This design comes from an exercise in tuning for small area and a short achievable clock period on the open sky130 flow, not from production work. Function not checked in this run: the RTL went through the layout flow alone. Power and IR drop assume default switching activity.

==> flow/run.sh <==
#!/bin/bash
# synth_recipe.tcl (not shown) runs the flow's synth.tcl, then flattens the netlist and writes it again
# the make line also repeats each setting of config.mk as NAME=value (left out here)
make -C /OpenROAD-flow-scripts/flow DESIGN_CONFIG=/design/flow/config.mk WORK_HOME=/design/flow/orfs CLKGATE_MAP_FILE= SYNTH_SCRIPT=/design/flow/synth_recipe.tcl finish
==> flow/design.v <==
module axi_addr (
    input      [7 : 0] i_last_addr,
    input      [2 : 0] i_size,
    input      [1 : 0] i_burst,
    input      [7 : 0] i_len,
    output reg [7 : 0] o_next_addr
    );
    localparam FIXED = 2'b00,
               WRAP  = 2'b10;
    reg [7 : 0] wrap_mask, increment;
    always @(*) begin
        increment = 8'd0;
        if (i_burst != FIXED)
            increment = i_size[1] ? 8'd4 : (i_size[0] ? 8'd2 : 8'd1);
    end
    always @(*) begin
        wrap_mask = 8'd0;
        if (i_burst == WRAP) begin
            if (i_len == 1)       wrap_mask = (1 << (i_size + 1));
            else if (i_len == 3)  wrap_mask = (1 << (i_size + 2));
            else if (i_len == 7)  wrap_mask = (1 << (i_size + 3));
            else if (i_len == 15) wrap_mask = (1 << (i_size + 4));
            wrap_mask = wrap_mask - 1'b1;
        end
    end
    always @(*) begin
        o_next_addr = i_last_addr + increment;
        if (i_burst != FIXED) begin
            case (i_size[1 : 0])
                2'b00: o_next_addr        = o_next_addr;
                2'b01: o_next_addr[0]     = 1'b0;
                2'b10: o_next_addr[1 : 0] = 2'b0;
                2'b11: o_next_addr[2 : 0] = 3'b0;
            endcase
        end
        if (i_burst[1])
            o_next_addr = (i_last_addr & ~wrap_mask) | (o_next_addr & wrap_mask);
    end
endmodule
module axi_slave #(
    parameter AXI_ID_WD   = 2,
    parameter AXI_DATA_WD = 32,
    parameter AXI_ADDR_WD = 32,
    parameter AXI_STRB_WD = 4
    )(
    input                      S_AXI_ACLK,
    input                      S_AXI_ARESETN,
    input  [AXI_ADDR_WD-1 : 0] S_AXI_AWADDR,
    input  [AXI_ID_WD-1   : 0] S_AXI_AWID,
    input  [1 : 0]             S_AXI_AWBURST,
    input  [2 : 0]             S_AXI_AWSIZE,
    input  [7 : 0]             S_AXI_AWLEN,
    input                      S_AXI_AWVALID,
    output                     S_AXI_AWREADY,
    input  [AXI_DATA_WD-1 : 0] S_AXI_WDATA,
    input  [AXI_STRB_WD-1 : 0] S_AXI_WSTRB,
    input                      S_AXI_WLAST,
    input                      S_AXI_WVALID,
    output                     S_AXI_WREADY,
    output [AXI_ID_WD-1   : 0] S_AXI_BID,
    output [1 : 0]             S_AXI_BRESP,
    output                     S_AXI_BVALID,
    input                      S_AXI_BREADY,
    input  [AXI_ADDR_WD-1 : 0] S_AXI_ARADDR,
    input  [AXI_ID_WD-1   : 0] S_AXI_ARID,
    input  [1 : 0]             S_AXI_ARBURST,
    input  [2 : 0]             S_AXI_ARSIZE,
    input  [7 : 0]             S_AXI_ARLEN,
    input                      S_AXI_ARVALID,
    output                     S_AXI_ARREADY,
    output [AXI_DATA_WD-1 : 0] S_AXI_RDATA,
    output                     S_AXI_RLAST,
    output [AXI_ID_WD-1   : 0] S_AXI_RID,
    output [1 : 0]             S_AXI_RRESP,
    output                     S_AXI_RVALID,
    input                      S_AXI_RREADY
    );
    localparam IW = AXI_ID_WD;
    reg [7 : 0] awaddr;
    reg [IW-1 : 0] awid;
    reg [1 : 0] awburst;
    reg [2 : 0] awsize;
    reg [7 : 0] awlen;
    reg [7 : 0] araddr;
    reg [1 : 0] arburst;
    reg [2 : 0] arsize;
    reg [7 : 0] arlen;
    reg            axi_awready;
    reg            axi_wready;
    reg [IW-1 : 0] axi_bid;
    reg            axi_bvalid;
    reg            bvalid_r;
    reg            axi_arready;
    reg [31 : 0]   axi_rdata;
    reg            axi_rlast;
    reg [IW-1 : 0] axi_rid;
    reg            axi_rvalid;
    reg [7 : 0]    cur_rlen;
    wire [7 : 0] next_wr_addr;
    wire [7 : 0] next_rd_addr;
    wire awfire = S_AXI_AWVALID && axi_awready;
    wire wfire  = S_AXI_WVALID  && axi_wready;
    wire arfire = S_AXI_ARVALID && axi_arready;
    wire rfire  = axi_rvalid    && S_AXI_RREADY;
    wire b_pend = axi_bvalid    && !S_AXI_BREADY;
    always @(posedge S_AXI_ACLK) begin
        if (axi_awready) begin
            awaddr  <= S_AXI_AWADDR[7 : 0];
            awid    <= S_AXI_AWID;
            awburst <= S_AXI_AWBURST;
            awlen   <= S_AXI_AWLEN;
            awsize  <= S_AXI_AWSIZE;
        end
        else if (wfire) begin
            awaddr <= next_wr_addr;
        end
    end
    always @(posedge S_AXI_ACLK) begin
        if (!S_AXI_ARESETN) begin
            axi_awready <= 1'b1;
            axi_wready  <= 1'b0;
        end
        else if (awfire) begin
            axi_awready <= 1'b0;
            axi_wready  <= 1'b1;
        end
        else if (wfire) begin
            axi_awready <= S_AXI_WLAST && !b_pend;
            axi_wready  <= !S_AXI_WLAST;
        end
        else if (!axi_awready) begin
            axi_awready <= !axi_wready && !b_pend;
        end
    end
    always @(posedge S_AXI_ACLK) begin
        if (!b_pend)
            axi_bid <= awid;
    end
    always @(posedge S_AXI_ACLK) begin
        if (!S_AXI_ARESETN)
            axi_bvalid <= 1'b0;
        else if (wfire && S_AXI_WLAST)
            axi_bvalid <= 1'b1;
        else if (S_AXI_BREADY)
            axi_bvalid <= bvalid_r;
    end
    always @(posedge S_AXI_ACLK) begin
        if (!S_AXI_ARESETN)
            bvalid_r <= 1'b0;
        else if (b_pend && wfire && S_AXI_WLAST)
            bvalid_r <= 1'b1;
        else if (S_AXI_BREADY)
            bvalid_r <= 1'b0;
    end
    axi_addr get_next_wr_addr (
        .i_last_addr(awaddr),
        .i_burst(awburst),
        .i_size(awsize),
        .i_len(awlen),
        .o_next_addr(next_wr_addr)
    );
    assign S_AXI_AWREADY = axi_awready;
    assign S_AXI_WREADY  = axi_wready;
    assign S_AXI_BRESP   = 2'b00;
    assign S_AXI_BVALID  = axi_bvalid;
    assign S_AXI_BID     = axi_bid;
    always @(posedge S_AXI_ACLK) begin
        if (arfire) begin
            arburst <= S_AXI_ARBURST;
            arlen   <= S_AXI_ARLEN;
            arsize  <= S_AXI_ARSIZE;
        end
    end
    always @(posedge S_AXI_ACLK) begin
        if (arfire)
            axi_rid <= S_AXI_ARID;
    end
    always @(posedge S_AXI_ACLK) begin
        if (!S_AXI_ARESETN)
            cur_rlen <= 8'd0;
        else if (arfire)
            cur_rlen <= S_AXI_ARLEN;
        else if (rfire)
            cur_rlen <= cur_rlen - 1'b1;
    end
    always @(posedge S_AXI_ACLK) begin
        if (!S_AXI_ARESETN)
            axi_arready <= 1'b1;
        else if (arfire)
            axi_arready <= 1'b0;
        else if (rfire)
            axi_arready <= (cur_rlen == 8'd0);
    end
    always @(posedge S_AXI_ACLK) begin
        if (!S_AXI_ARESETN)
            axi_rvalid <= 1'b0;
        else if (arfire)
            axi_rvalid <= 1'b1;
        else if (rfire)
            axi_rvalid <= (cur_rlen != 8'd0);
    end
    always @(posedge S_AXI_ACLK) begin
        if (!S_AXI_ARESETN)
            axi_rlast <= 1'b0;
        else if (arfire)
            axi_rlast <= (S_AXI_ARLEN == 8'd0);
        else if (rfire)
            axi_rlast <= (cur_rlen == 8'd1);
    end
    axi_addr get_next_rd_addr (
        .i_last_addr(araddr),
        .i_burst(arburst),
        .i_size(arsize),
        .i_len(arlen),
        .o_next_addr(next_rd_addr)
    );
    wire [7 : 0] araddr_nx = arfire ? S_AXI_ARADDR[7 : 0] :
                             rfire  ? next_rd_addr : araddr;
    always @(posedge S_AXI_ACLK) begin
        araddr <= araddr_nx;
    end
    wire [5 : 0] ar_row_in  = S_AXI_ARADDR[7 : 2];
    wire [5 : 0] ar_row_in1 = S_AXI_ARADDR[7 : 2] + 1'b1;
    wire [7 : 0] ar_int     = rfire ? next_rd_addr : araddr;
    wire [5 : 0] ar_row_int1 = ar_int[7 : 2] + 1'b1;
    wire [31 : 0] bank_nx;
    genvar b, r;
    generate
        for (b = 0; b < 4; b = b + 1) begin : g_bank
            wire [1 : 0] wl   = b - awaddr[1 : 0];
            wire [5 : 0] wrow = awaddr[7 : 2] + (awaddr[1 : 0] > b);
            wire         wen  = wfire && S_AXI_WSTRB[wl];
            wire [7 : 0] wdat = S_AXI_WDATA[{wl, 3'b000} +: 8];
            wire [5 : 0] rrow = arfire ? ((S_AXI_ARADDR[1 : 0] > b) ? ar_row_in1 : ar_row_in)
                                       : ((ar_int[1 : 0] > b) ? ar_row_int1 : ar_int[7 : 2]);
            wire [511 : 0] q;
            reg  [7 : 0]   rd;
            integer k;
            for (r = 0; r < 64; r = r + 1) begin : g_row
                reg [7 : 0] m;
                always @(posedge S_AXI_ACLK) begin
                    if (wen && wrow == r)
                        m <= wdat;
                end
                assign q[r*8 +: 8] = m;
            end
            always @(*) begin
                rd = 8'd0;
                for (k = 0; k < 64; k = k + 1)
                    rd = rd | (q[k*8 +: 8] & {8{rrow == k}});
            end
            assign bank_nx[b*8 +: 8] = (wen && wrow == rrow) ? wdat : rd;
        end
    endgenerate
    wire [1 : 0]  rsh  = araddr_nx[1 : 0];
    wire [63 : 0] bdup = {bank_nx, bank_nx};
    always @(posedge S_AXI_ACLK) begin
        axi_rdata <= bdup[{rsh, 3'b000} +: 32];
    end
    assign S_AXI_ARREADY = axi_arready;
    assign S_AXI_RVALID  = axi_rvalid;
    assign S_AXI_RDATA   = axi_rdata;
    assign S_AXI_RLAST   = axi_rlast;
    assign S_AXI_RID     = axi_rid;
    assign S_AXI_RRESP   = 2'b00;
endmodule
==> flow/constraint.sdc <==
create_clock -name core_clock -period 10.0 [get_ports {S_AXI_ACLK}]
set_input_delay 2.0000 -clock core_clock [delete_from_list [all_inputs] [get_ports {S_AXI_ACLK}]]
set_output_delay 2.0000 -clock core_clock [all_outputs]
set_load 0.01 [all_outputs]
==> flow/config.mk <==
export PLATFORM = sky130hd
export DESIGN_NAME = axi_slave
export DESIGN_NICKNAME = axi_slave
export VERILOG_FILES = /design/flow/design.v
export SDC_FILE = /design/flow/constraint.sdc
export NUM_CORES = 4
export LEC_CHECK = 0
export CAP_MARGIN = 20
export CELL_PAD_IN_SITES_DETAIL_PLACEMENT = 2
export CELL_PAD_IN_SITES_GLOBAL_PLACEMENT = 4
export CORE_MARGIN = 2
export CORE_UTILIZATION = 30
export PLACE_DENSITY = 0.5
export SLEW_MARGIN = 20
==> notes.md <==
## per-layer routing
layer  track usage [%]  vias to the layer above
met2             48.31                     1683
met1             38.24                    33780
met5                 0                        -
met4             6.865                        0
met3             2.502                      442
li1                  -                    25290
## cells in the mapped netlist (35+ instances only)
cell type / count / area, sq um
nand4_1: 73 / 456.7
a31oi_1: 93 / 581.8
nor2_1: 470 / 1764
a222oi_1: 156 / 1562
xnor2_1: 60 / 525.5
dfxtp_1: 55 / 1101
a21oi_1: 204 / 1021
nand2_1: 424 / 1592
nor3_1: 79 / 395.4
a32oi_1: 57 / 499.2
buf_2: 84 / 420.4
edfxtp_1: 2088 / 62700
a221oi_1: 101 / 884.6
and3_1: 67 / 419.2
clkbuf_1: 243 / 912.1
buf_1: 35 / 131.4
a22o_1: 105 / 919.6
nor4_1: 49 / 306.5
xor2_1: 36 / 315.3
mux2i_1: 64 / 640.6
o21ai_0: 127 / 635.6
inv_1: 37 / 138.9
a22oi_1: 297 / 2230
nand3_1: 229 / 1146
a211oi_1: 56 / 420.4
## registers in the layout, indices dropped and copies added, names as in the netlist, 3 cells and up, named ones only
| name | cells |
|---|---|
| araddr | 8 |
| arlen | 8 |
| arsize | 3 |
| awlen | 8 |
| awsize | 3 |
| axi_rdata | 32 |
| cur_rlen | 8 |
| g_bank.g_row.m | 2048 |
## how the worst max path moves through the flow
stage	cells after the start	slack, ns	from	to
2_1_floorplan	25	3.24	S_AXI_RREADY	axi_rdata[25]
3_3_place_gp	16	0.69	S_AXI_RREADY	axi_rdata[12]
3_5_place_dp	16	0.67	S_AXI_RREADY	axi_rdata[12]
4_1_cts	25	1.12	arsize[1]	axi_rdata[26]
5_1_grt	31	0.64	arsize[1]	axi_rdata[17]
6_report	26	1.10	arsize[1]	axi_rdata[18]
## cell families (layout without fill, tap and decap cells)
kind of cell,after synthesis,after routing,share of synthesized area [%]
AO/OA/AOI/OAI,1572,1572,13.75
XOR/XNOR,100,100,1.026
adder cells (fa/ha/maj),32,32,0.4705
buffers and inverters,417,1072,1.953
flip-flops,2143,2143,72.26
multiplexers,131,131,1.998
other,1,10,0.004247
AND/OR/NAND/NOR,1581,1581,8.540
## worst reg2reg max path, stage by stage, from the launching register on
cell and delay [ns]:
edfxtp_1 0.53, buf_4 0.26, and2_1 0.27, ha_1 0.42, nand3b_1 0.14, a2111oi_2 0.43
o21ai_0 0.27, a311o_1 0.49, a21bo_2 0.30, nand2_2 0.10, inv_2 0.13, ha_1 0.36
nor2_1 0.12, nand2_1 0.23, nor2_1 0.12, a221o_1 0.39, buf_4 0.26, and3_1 0.49
o211a_1 0.42, buf_4 0.30, a22oi_1 0.41, o22ai_1 0.20, or4_1 0.44, a2111oi_0 0.77
a31oi_1 0.42, a22oi_1 0.36, mux2i_1 0.12
## power by group
group | leakage, nW | internal (mW) | total [mW] | switching (mW)
logic | 9.98 | 1.49 | 5.83 | 4.34
registers | 19.3 | 10.4 | 10.5 | 0.0754
clock network | 3.67 | 4.92 | 8.77 | 3.85
## cell type report
type | count | area, sq um | share of cell area, %
repair buffers | 584 | 4920 | 4.682
clock buffers | 307 | 6406 | 6.096
diodes | 6 | 15.01 | 0.01429
flip-flops and latches | 2143 | 63800 | 60.72
multi-input cells | 3420 | 23740 | 22.60
inverters | 43 | 163.9 | 0.1560
clock inverters | 138 | 1126 | 1.072
well taps | 3919 | 4903 | 4.666
==> summary.md <==
| Metric | Value |
|---|---|
| Fraction of registers with async set/reset | 0% |
| CTS Hold Bufs | 0 |
| Clk latency of the worst-skew pair | 0.93 ns |
| Number of top-level pins | 184 |
| Fillers | 29640 |
| Relative slew slack | 21.19% |
| Setup ws final | 1.105 ns |
| Die Ht | 546.5 um |
| Crit path top cell by count | buf_4 |
| GR Overflow Total | 0 |
| Ys Warns | 2 |
| F_max | 0.1124 GHz |
| Final HPWL DP | 287900 um |
| Post-Syn Instances | 5977 |
| R2R depth | 26 |
| Count of cell types in the netlist | 119 |
| DP Area | 97500 sq um |
| Commonest non-fill, non-tap cell in the layout | edfxtp_1 |
| R2r setup slk | 1.10 ns |
| Worst Path Arrival | 9.66 ns |
| GRT Overall Usage | 28.13% |
| Final core occ | 35.83% |
| Max FO, Critical Path | 14 |
| Fin Setup TNS | 0 ns |
| Largest net degree at the start of global routing | 68 |
| Avg WL per Cell | 40.65 um |
| Most frequent cells in the layout | edfxtp_1, buf_4, nand2_1, nor2_1, a22oi_1 |
| Via density | 5.795 |
| Period utilization | 88.95% |
| Status | complete, no violations |
| Hold Crit Depth | 0 |
| Hold_sp | awid[0] |
| Pre-antenna DRT Iters | 9 |
| Post-Route WL | 429300 um |
| Area Growth Syn to Fin | 19.02% |
| Met2 wire length | 212400 um |
| Layout cells sized above 1 | 16.08% |
| Met1 wire length | 188800 um |
| # clock sinks | 2143 |
| CTS tree | yes |
| Crit-path slowest cell | a2111oi_0 |
| Starting Density | 30.10% |
| Post-Layout Cell Count | 10560 |
| Core area | 293300 sq um |
| Max layer used | met4 |
| Hold Path End | axi_bid[0] |
| Final nets | 6607 |
| RR Endpoint | axi_rdata[18] |
| Total CTS buffers | 245 |
| Measured slew at the worst slew-check pin | 1.181 ns |
| Routed wl met3 | 17160 um |
| CTS resizes | 0 |
| Worst stage delay on the critical path | 0.77 ns |
| H-tree depth | 4 |
| EDFF count, synth | 2088 |
| Max clock buf depth | 4 |
| Critical R2R Launch | arsize[1] |
| Synth Area per Inst | 14.77 sq um |
| Register area share after synthesis | 72.26% |
| Yosys reg bits | 2143 |
| Hold slack final | 0.4216 ns |
| Clock transition at the registers of the reported paths | 0.06 ns |
| Fin area | 105100 sq um |
| Peak supply drop | 0.0001642 V |
| WP data required | 10.77 ns |
| Post-Syn Area | 88290 sq um |
| Initial antenna violation count | 18 |
| Pwr Density | 238.9 nW/um^2 |
| Setup crit end kind | flip-flop |
| Die Footprint | 298700 sq um |
| Placed Instances | 10110 |
| Vias | 61200 |
| RSZ-0062 raised after global routing | false |
| Final hold violation count | 0 |
| Antenna viol nets, final | 0 |
| Critical path class | flip-flop to flip-flop |
| Buffers and inverters on the worst path | 4 |
| Leakage power | 32.91 nW |
| CP Launch Type | flip-flop |
| Port-buffer cells | 131 |
| Final Power | 25.10 mW |
| Pre-CTS WS | 0.6689 ns |
| CTS Root Cell | clkbuf_16 |
| Drt drc | 0 |
| GPL Wtd Cong | 0.8404 |
| Worst hold path class | flip-flop to flip-flop |
| # rows | 199 |
| Global-route wire length before repair | 579600 um |
| Final Critical Period | 8.895 ns |
| Most common flop cell mapped by yosys | edfxtp_1 |
| DRT iter0 DRCs | 6150 |
| Die W | 546.5 um |
| CP top delay family | compound AO/OA/AOI/OAI gates |
| Vias in the first global route | 63510 |
| Maxcap violations | 0 |
| # setup viols final | 0 |
| Final Skew | 0.06196 ns |
| Max Slew Vio Count | 0 |
| Post-CTS setup buffers | 0 |

re-timing with driven ports:
The results above use ideal ports. As a check the final layout listed here was re-extracted and re-timed, cells and wires unchanged.
Step 1, drivers: a clkbuf_16 drives S_AXI_ACLK and a buf_2 each remaining input, both assumed.
Step 2 moves the port delays by t, midway between the first and last clock arrival at a register: inputs arrive t later, outputs are due t later. That takes back most of the time a late clock gives input paths.
Three values: ideal ports, drivers, drivers and shift; two values: the first two.
t, ns: 0.996
setup WS [ns]: 1.105 / 1.105 / 0.577
pins driven straight from the clock port: 1
After both steps setup and hold are still met in this run. The setup slack of this run moves by 0.000 ns with the drivers and by -0.528 ns with both steps.
